Background: an optimization exercise with open tools, aiming at small area, a short achievable clock period and few clock cycles per item. Do not read the settings as production practice.
The RTL was checked by simulation tests, not by an equivalence proof against the original design.

[flow/config.mk]
export PLATFORM = sky130hd
export DESIGN_NAME = mult
export DESIGN_NICKNAME = mult
export VERILOG_FILES = /design/flow/design.v
export SDC_FILE = /design/flow/constraint.sdc
export NUM_CORES = 4
export LEC_CHECK = 0
export CAP_MARGIN = 20
export CORE_MARGIN = 2
export CORE_UTILIZATION = 40
export SLEW_MARGIN = 20
[flow/constraint.sdc]
create_clock -name core_clock -period 9.0 [get_ports {clock}]
set_input_delay 1.8000 -clock core_clock [delete_from_list [all_inputs] [get_ports {clock}]]
set_output_delay 1.8000 -clock core_clock [all_outputs]
set_load 0.01 [all_outputs]
[flow/design.v]
`timescale 1ns/100ps
typedef logic [31:0] ADDR;
typedef logic [31:0] DATA;
typedef logic [4:0] REG_IDX;
typedef logic [$clog2(32)-1:0] ROB_IDX;
typedef logic [3:0] MEM_TAG;
typedef union packed {
    logic [7:0][7:0]  byte_level;
    logic [3:0][15:0] half_level;
    logic [1:0][31:0] word_level;
    logic      [63:0] dbbl_level;
} MEM_BLOCK;
typedef enum logic [1:0] {
    BYTE   = 2'h0,
    HALF   = 2'h1,
    WORD   = 2'h2,
    DOUBLE = 2'h3
} MEM_SIZE;
typedef enum logic [1:0] {
    MEM_NONE   = 2'h0,
    MEM_LOAD   = 2'h1,
    MEM_STORE  = 2'h2
} MEM_COMMAND;
typedef struct packed {
    logic [12-$clog2(32):0] tags;
    logic                          valid;
} ICACHE_TAG;
typedef enum logic [3:0] {
    INST_ADDR_MISALIGN  = 4'h0,
    INST_ACCESS_FAULT   = 4'h1,
    ILLEGAL_INST        = 4'h2,
    BREAKPOINT          = 4'h3,
    LOAD_ADDR_MISALIGN  = 4'h4,
    LOAD_ACCESS_FAULT   = 4'h5,
    STORE_ADDR_MISALIGN = 4'h6,
    STORE_ACCESS_FAULT  = 4'h7,
    ECALL_U_MODE        = 4'h8,
    ECALL_S_MODE        = 4'h9,
    NO_ERROR            = 4'ha,  
    ECALL_M_MODE        = 4'hb,
    INST_PAGE_FAULT     = 4'hc,
    LOAD_PAGE_FAULT     = 4'hd,
    HALTED_ON_WFI       = 4'he,  
    STORE_PAGE_FAULT    = 4'hf
} EXCEPTION_CODE;
typedef union packed {
    logic [31:0] inst;
    struct packed {
        logic [6:0] funct7;
        logic [4:0] rs2;  
        logic [4:0] rs1;  
        logic [2:0] funct3;
        logic [4:0] rd;  
        logic [6:0] opcode;
    } r;  
    struct packed {
        logic [11:0] imm;  
        logic [4:0]  rs1;  
        logic [2:0]  funct3;
        logic [4:0]  rd;   
        logic [6:0]  opcode;
    } i;  
    struct packed {
        logic [6:0] off;  
        logic [4:0] rs2;  
        logic [4:0] rs1;  
        logic [2:0] funct3;
        logic [4:0] set;  
        logic [6:0] opcode;
    } s;  
    struct packed {
        logic       of;   
        logic [5:0] s;    
        logic [4:0] rs2;  
        logic [4:0] rs1;  
        logic [2:0] funct3;
        logic [3:0] et;   
        logic       f;    
        logic [6:0] opcode;
    } b;  
    struct packed {
        logic [19:0] imm;  
        logic [4:0]  rd;  
        logic [6:0]  opcode;
    } u;  
    struct packed {
        logic       of;  
        logic [9:0] et;  
        logic       s;   
        logic [7:0] f;   
        logic [4:0] rd;  
        logic [6:0] opcode;
    } j;   
} INST;  
typedef enum logic [1:0] {
    OPA_IS_RS1  = 2'h0,
    OPA_IS_NPC  = 2'h1,
    OPA_IS_PC   = 2'h2,
    OPA_IS_ZERO = 2'h3
} ALU_OPA_SELECT;
typedef enum logic [2:0] {
    OPB_IS_RS2    = 3'h0,
    OPB_IS_I_IMM  = 3'h1,
    OPB_IS_S_IMM  = 3'h2,
    OPB_IS_B_IMM  = 3'h3,
    OPB_IS_U_IMM  = 3'h4,
    OPB_IS_J_IMM  = 3'h5
} ALU_OPB_SELECT;
typedef enum logic [3:0] {
    ALU_ADD     = 4'h0,
    ALU_SUB     = 4'h1,
    ALU_SLT     = 4'h2,
    ALU_SLTU    = 4'h3,
    ALU_AND     = 4'h4,
    ALU_OR      = 4'h5,
    ALU_XOR     = 4'h6,
    ALU_SLL     = 4'h7,
    ALU_SRL     = 4'h8,
    ALU_SRA     = 4'h9
} ALU_FUNC;
typedef enum logic [2:0] {
    M_MUL,
    M_MULH,
    M_MULHSU,
    M_MULHU
} MULT_FUNC;
function automatic logic is_older(ROB_IDX a, ROB_IDX b, ROB_IDX head);
    int dist_a, dist_b;
    if (a >= head) dist_a = a - head;
    else           dist_a = (a + 32) - head;
    if (b >= head) dist_b = b - head;
    else           dist_b = (b + 32) - head;
    return (dist_a < dist_b);
endfunction
typedef struct packed {
    INST  inst;
    ADDR  PC;
    ADDR  NPC;  
    logic valid;
} IF_ID_PACKET;
typedef struct packed {
    INST inst;
    ADDR PC;
    ADDR NPC;  
    DATA rs1_value;  
    DATA rs2_value;  
    ALU_OPA_SELECT opa_select;  
    ALU_OPB_SELECT opb_select;  
    REG_IDX  dest_reg_idx;   
    ALU_FUNC alu_func;       
    logic    mult;           
    logic    rd_mem;         
    logic    wr_mem;         
    logic    cond_branch;    
    logic    uncond_branch;  
    logic    halt;           
    logic    illegal;        
    logic    csr_op;         
    logic    valid;
} ID_EX_PACKET;
typedef struct packed {
    DATA alu_result;
    ADDR NPC;
    logic    take_branch;  
    DATA     rs2_value;
    logic    rd_mem;
    logic    wr_mem;
    REG_IDX  dest_reg_idx;
    logic    halt;
    logic    illegal;
    logic    csr_op;
    logic    rd_unsigned;  
    MEM_SIZE mem_size;
    logic    valid;
} EX_MEM_PACKET;
typedef struct packed {
    DATA    result;
    ADDR    NPC;
    REG_IDX dest_reg_idx;  
    logic   take_branch;
    logic   halt;     
    logic   illegal;  
    logic   valid;
} MEM_WB_PACKET;
typedef struct packed {
    ADDR    NPC;
    DATA    data;
    REG_IDX reg_idx;
    logic   halt;
    logic   illegal;
    logic   valid;
} COMMIT_PACKET;
typedef struct packed {
    INST inst;  
    ADDR PC;
    ADDR NPC;  
    ALU_OPA_SELECT opa_select;  
    ALU_OPB_SELECT opb_select;  
    REG_IDX  dest_reg_idx;   
    ALU_FUNC alu_func;       
    logic    mult;           
    logic    rd_mem;         
    logic    wr_mem;         
    logic    cond_branch;    
    logic    uncond_branch;  
    logic    halt;           
    logic    illegal;        
    logic    csr_op;         
    logic    [1:0]fu_type;
    logic    valid;
} DISP_PACKET;
typedef struct packed {
    logic                           valid;      
    logic [$clog2(32)-1:0]  rob_idx;
    logic [1:0]                     fu_type; 
    logic [$clog2(32)-1:0]  dest_arch_reg;  
    logic [$clog2(64)-1:0]  dest_tag;   
    logic [$clog2(64)-1:0]  src1_tag;   
    logic [$clog2(64)-1:0]  src2_tag;   
    logic                          src1_ready;  
    logic                          src2_ready;  
    DISP_PACKET                   disp_packet;  
} rs_entry_t;
typedef enum logic [1:0] {
    FU_ALU = 2'b00,
    FU_MUL = 2'b01,
    FU_LOAD = 2'b10,
    FU_BRANCH = 2'b11
} fu_type_e;
typedef struct packed {
    logic                          valid;
    logic [32-1:0]              value;
    logic [$clog2(64)-1:0] dest_prf;
    logic [32-1:0] sw_data;
    logic                          is_lw;
    logic                          is_sw;
    logic [$clog2(32)-1:0] rob_idx;
    logic                          exception;
    logic                          mispred;
    ADDR                           j_type_value;
    logic                          is_jtype;
    logic [2:0]                    funct3;
} fu_resp_t;
typedef struct packed {
    logic                         valid;       
    logic [$clog2(32)-1:0] dest_arch;   
    logic [$clog2(64)-1:0] phys_tag;    
    logic [32-1:0]              value;       
} cdb_entry_t;
typedef struct packed {
    logic [$clog2(64)-1:0] phys;   
    logic                         valid;  
} map_entry_t;
typedef struct packed {
    logic     valid;
    ADDR      addr;
    logic     addr_valid;  
    MEM_SIZE  size;
    ROB_IDX   rob_idx;
    logic     data_valid;
    MEM_BLOCK data;
    logic     issued;   
    logic [$clog2(64)-1:0]disp_rd_new_prf;
    logic [2:0] funct3;
} lq_entry_t;
typedef struct packed {
    logic     valid;
    ADDR      addr;
    logic     addr_valid;
    MEM_SIZE  size;
    ROB_IDX   rob_idx;
    logic     data_valid;
    MEM_BLOCK data;
    logic     commited; 
} sq_entry_t;  
typedef struct packed {
    logic                          valid;    
    fu_type_e                      fu_type;        
    logic [3:0]                    opcode;         
    logic [$clog2(64)-1:0] dest_tag;       
    logic [32-1:0]               src1_mux;
    logic [32-1:0]               src2_mux;
    logic                          src1_valid;       
    logic [32-1:0]               src1_val;       
    logic [32-1:0]               src2_val;       
    logic                           src2_valid;       
    logic [32-1:0]               imm;
    logic [$clog2(32)-1:0] rob_idx;        
    DISP_PACKET                    disp_packet;  
} issue_packet_t;
module mult (
    input clock, reset, start,
    input DATA rs1, rs2,
    input MULT_FUNC func,
    output DATA result,
    output done
);
    MULT_FUNC [2-2:0] internal_funcs;
    MULT_FUNC func_out;
    logic [(64*(2-1))-1:0] internal_sums, internal_mcands, internal_mpliers;
    logic [2-2:0] internal_dones;
    logic [63:0] mcand, mplier, product;
    logic [63:0] mcand_out, mplier_out;  
    mult_stage mstage [2-1:0] (
        .clock (clock),
        .reset (reset),
        .func        ({internal_funcs,   func}),
        .start       ({internal_dones,   start}),  
        .prev_sum    ({internal_sums,    64'h0}),  
        .mplier      ({internal_mpliers, mplier}),
        .mcand       ({internal_mcands,  mcand}),
        .product_sum ({product,    internal_sums}),
        .next_mplier ({mplier_out, internal_mpliers}),
        .next_mcand  ({mcand_out,  internal_mcands}),
        .next_func   ({func_out,   internal_funcs}),
        .done        ({done,       internal_dones})  
    );
    always_comb begin
        case (func)
            M_MUL, M_MULH, M_MULHSU: mcand = {{(32){rs1[31]}}, rs1};
            default:                 mcand = {32'b0, rs1};
        endcase
        case (func)
            M_MUL, M_MULH: mplier = {{(32){rs2[31]}}, rs2};
            default:       mplier = {32'b0, rs2};
        endcase
    end
    assign result = (func_out == M_MUL) ? product[31:0] : product[63:32];
endmodule  
module mult_stage (
    input clock, reset, start,
    input [63:0] prev_sum, mplier, mcand,
    input MULT_FUNC func,
    output logic [63:0] product_sum, next_mplier, next_mcand,
    output MULT_FUNC next_func,
    output logic done
);
    parameter SHIFT = 64/2;
    logic [63:0] partial_product, shifted_mplier, shifted_mcand;
    assign partial_product = mplier[SHIFT-1:0] * mcand;
    assign shifted_mplier = {SHIFT'('b0), mplier[63:SHIFT]};
    assign shifted_mcand = {mcand[63-SHIFT:0], SHIFT'('b0)};
    always_ff @(posedge clock) begin
        product_sum <= prev_sum + partial_product;
        next_mplier <= shifted_mplier;
        next_mcand  <= shifted_mcand;
        next_func   <= func;
    end
    always_ff @(posedge clock) begin
        if (reset) begin
            done <= 1'b0;
        end else begin
            done <= start;
        end
    end
endmodule  
[flow/run.sh]
#!/bin/bash
# synth_recipe.tcl (not shown) runs the flow's synth.tcl, then flattens the netlist and writes it again
# the make line also repeats each setting of config.mk as NAME=value (left out here)
make -C /OpenROAD-flow-scripts/flow DESIGN_CONFIG=/design/flow/config.mk WORK_HOME=/design/flow/orfs CLKGATE_MAP_FILE= SYNTH_SCRIPT=/design/flow/synth_recipe.tcl finish
==> run notes <==
==> worst paths after layout <==
path	from	end	slack, ns	cells past startpoint
max reg2reg	mstage[0].next_mplier[0]$_SDFF_PP0_	mstage[1].product_sum[62]$_DFF_P_	3.62	19
min reg2reg	mstage[0].product_sum[14]$_DFF_P_	mstage[1].product_sum[14]$_DFF_P_	0.32	0
min	mstage[0].product_sum[14]$_DFF_P_	mstage[1].product_sum[14]$_DFF_P_	0.32	0
max	func[1]	mstage[0].product_sum[63]$_DFF_P_	0.21	28
==> Yosys cell counts, types with 3 or more instances <==
| cell type | n | area share |
|---|---|---|
| fa_1 | 1074 | 0.51 |
| o31a_1 | 3 | 0.00062 |
| nand2b_1 | 13 | 0.0019 |
| inv_1 | 1085 | 0.096 |
| o211ai_1 | 9 | 0.0016 |
| mux2_2 | 32 | 0.0085 |
| o41ai_1 | 3 | 0.00062 |
| dfxtp_1 | 169 | 0.080 |
| nand3b_1 | 3 | 0.00053 |
| o21ai_0 | 54 | 0.0064 |
| o31ai_1 | 4 | 0.00071 |
| nor3b_1 | 5 | 0.00088 |
| o21a_1 | 14 | 0.0025 |
| nand3_1 | 15 | 0.0018 |
| and3_1 | 8 | 0.0012 |
| nand4_1 | 9 | 0.0013 |
| xor2_1 | 66 | 0.014 |
| nand2_1 | 754 | 0.067 |
| ha_1 | 210 | 0.062 |
| clkbuf_1 | 218 | 0.019 |
| a21boi_0 | 4 | 0.00071 |
| a21o_1 | 46 | 0.0081 |
| o22ai_1 | 5 | 0.00074 |
| a211o_1 | 3 | 0.00062 |
| and2_1 | 395 | 0.058 |
| a21oi_1 | 96 | 0.011 |
| xnor2_1 | 108 | 0.022 |
| o21bai_1 | 14 | 0.0025 |
| a211oi_1 | 11 | 0.0019 |
| or3_1 | 4 | 0.00059 |
| nor4_1 | 6 | 0.00088 |
| nor2b_1 | 10 | 0.0015 |
| a22oi_1 | 4 | 0.00071 |
| nor3_1 | 15 | 0.0018 |
| nor2_1 | 62 | 0.0055 |
| a31oi_1 | 11 | 0.0016 |
| a41oi_1 | 3 | 0.00062 |
==> cells in the final DEF (no fill, tap or decap), types with 8 or more instances in the layout <==
master	netlist	routed
mux2_2	32	32
buf_8	0	8
and3_1	8	8
inv_1	1085	1073
nand2b_1	13	12
ha_1	210	192
fa_2	0	28
and2_1	395	384
a31oi_1	11	9
nor2b_1	10	10
clkbuf_16	0	23
a21o_1	46	46
clkbuf_2	0	10
inv_2	0	12
a21oi_1	96	85
o21bai_1	14	14
o21a_1	14	14
nand3_1	15	15
a21oi_2	0	10
fa_1	1074	1046
nand4_1	9	9
and2_4	0	11
nor3_1	15	14
xor2_1	66	64
dfxtp_1	169	169
buf_12	0	75
nand2_1	754	752
ha_4	0	14
buf_6	1	21
buf_4	0	447
o211ai_1	9	9
nor2_1	62	61
clkdlybuf4s50_1	0	58
xnor2_1	108	104
dlymetal6s2s_1	0	21
o21ai_0	54	42
==> critical path: cells and delay by family <==
kind                     cells  cell delay, ns
adder cells (fa/ha/maj)      9            4.16
AO/OA/AOI/OAI                6            1.41
buffers and inverters        7            0.95
AND/OR/NAND/NOR              6            0.77
==> kinds of logic after synthesis <==
logic type	after synthesis
multiplexers	32
AO/OA/AOI/OAI	304
flip-flops	169
AND/OR/NAND/NOR	1314
adder cells (fa/ha/maj)	1284
buffers and inverters	1305
XOR/XNOR	175
==> routing by layer <==
metal  wire length (um)  global-route usage  up-vias
li1                   -                   -    14174
met1              50390              0.2983    16456
met3               5342             0.01880      177
met5                 10                   0        -
met2              58360              0.3900      783
met4               3898             0.06196        2
==> state kept, by name, summed over array words and instances, names as in the netlist <==
| name | cells |
|---|---|
| mstage.product_sum | 128 |
| mstage.next_mcand | 32 |
| mstage.next_func | 6 |
| mstage.done | 2 |
| mstage.next_mplier | 1 |
==> through the flow <==
step / hold WS, ns / worst slack [ns]
finish: 0.3174 / 0.2059
global route: 0.3298 / -0.03102
CTS: 0.3227 / 0.0003908
detailed placement: 0.3121 / -0.8241
global placement: 0.3108 / -0.8135
floorplan: 0.3096 / 0.001908
==> timing repair <==
item	4_1_cts	5_1_grt
endpoints found under the setup margin	19	24
hold buffers	0	0
resized for setup	77	151
setup buffers	10	22
pin swaps	39	97
gates cloned	0	6
==> final cells by class <==
class	instances	area, um2
fill	9932	54350
clock inverter	14	172.7
multi-input combinational	3109	34730
tap	1391	1740
sequential	169	3383
clock buffer	18	429.2
timing repair buffer	660	6390
inverter	1085	4073
antenna	1	2.502
==> impl_metrics.toml <==
[clocking]
cts.sink_count = 169
cts-htree-levels = 4
cts_max_path_buffers = 2
clk_pin_slew_worst_paths_ns = 0.07
numCtsBuffers = 17
cts_tree = "yes"
worstSkewPairLatency_ns = 0.45
clockRootBuffer = "clkbuf_16"

[synthesis]
synthMuxAreaShare = 0.008483
ys_types = 67
synth-edff-count = 0
ys_seq_elements = 169
yosys.area_share.simple = 0.1464
synthAdderAreaFrac = 0.5680
synth_top_family_by_area = "adder cells"
yosys.area_share.xor_xnor = 0.03626
synth_nets = 5937
synthFlopType = "dfxtp_1"
syn-mean-instance-area_um2 = 9.269
synth_compound_area_frac = 0.04571
netlist_instances = 4583
yosys_warnings = 2
netlist_area_um2 = 42480
async_flop_share = 0
synth-seq-area-share = 0.07965

[run_status]
status = "finished clean"

[timing]
final.setup_skew_ns = 0.02725
finalSetupViolations = 0
tns_ns = 0
worstMarginPinSlew_ns = 0.5115
period_needed_ns = 8.794
fmax_mhz = 113.7
slew_headroom = 0.6536
finalCritPeriodShare = 0.9771
finalMaxSlewViolations = 0
final_hold_viol_count = 0

[setup_path]
end_kind = "flip-flop"
critical_path_class = "input pin to flip-flop"
slowest_stage = "fa_2"
crit_top_cell = "fa_1"
required_ns = 9.34
worst_setup_path_start_kind = "input pin"
cp_slowest_stage_delay_ns = 0.60
worstPathArrival_ns = 9.13
cp_max_fo = 5

[detailed_routing]
dr.pass1.iters = 5
drt_iter0_drc = 1738
routed_wl_um = 118000
vias = 31592
antenna_left = 0
wl_per_cell_um = 18.30
vias_per_cell = 4.900
drc = 0

[global_routing]
grt_pass1_vias = 34470
grt_pass1_wl_um = 188800
grt.total_usage = 0.2234
grt_max_degree = 41
grt-ovfl-total = 0
grt_antenna_before_repair = 6

[final_layout]
nNetsFinal = 6396
fin_cells = 6447
final_core_util = 0.4837
drive_gt1_frac = 0.1503
area_growth_syn_to_layout_pct = 19.87
stdcell_area_um2 = 50920

[min_path]
worstHoldPathType = "flip-flop to flip-flop"

[flow_run]
cap_violations = 0

[floorplan]
die_height_um = 329.9
core_um2 = 105300
start_util = 0.4035
io_pins = 103
rows = 119
die_width_um = 329.9
die_area_um2 = 108800

[placement]
gp_congestion = 0.9051
post_dp_cell_area_um2 = 49260
place_inst = 6377
port_buffers = 102
dp_hpwl_um = 102700
Testbench counts, summed over its fixed seeds: cycles 31,457, ops 24,000.

-- re-timing with driven ports --
How much do the figures lean on ideal ports? The routed layout below was timed once more, with nothing changed but the port constraints. Step 1 assumes that a clkbuf_16 drives the clock port and a buf_2 every other input. Step 2 adds t to the input delays and takes it off the output delays; t is the mean of the earliest and latest rising clock arrival at the registers after step 1. Input paths then give back, and output paths get back, about the clock's delay inside the block. a / b / c = ideal / step 1 / step 2; a / b = the first two.
t (ns): 0.470
setup WS [ns]: 0.206 / 0.146 / -0.323
worst setup path after step 2: input to register
cell pins on the clock port's net: 1
Met with ideal ports but missed after step 2: setup timing in this run. For this run, drivers alone change the setup slack by -0.060 ns; drivers and shift together by -0.529 ns.
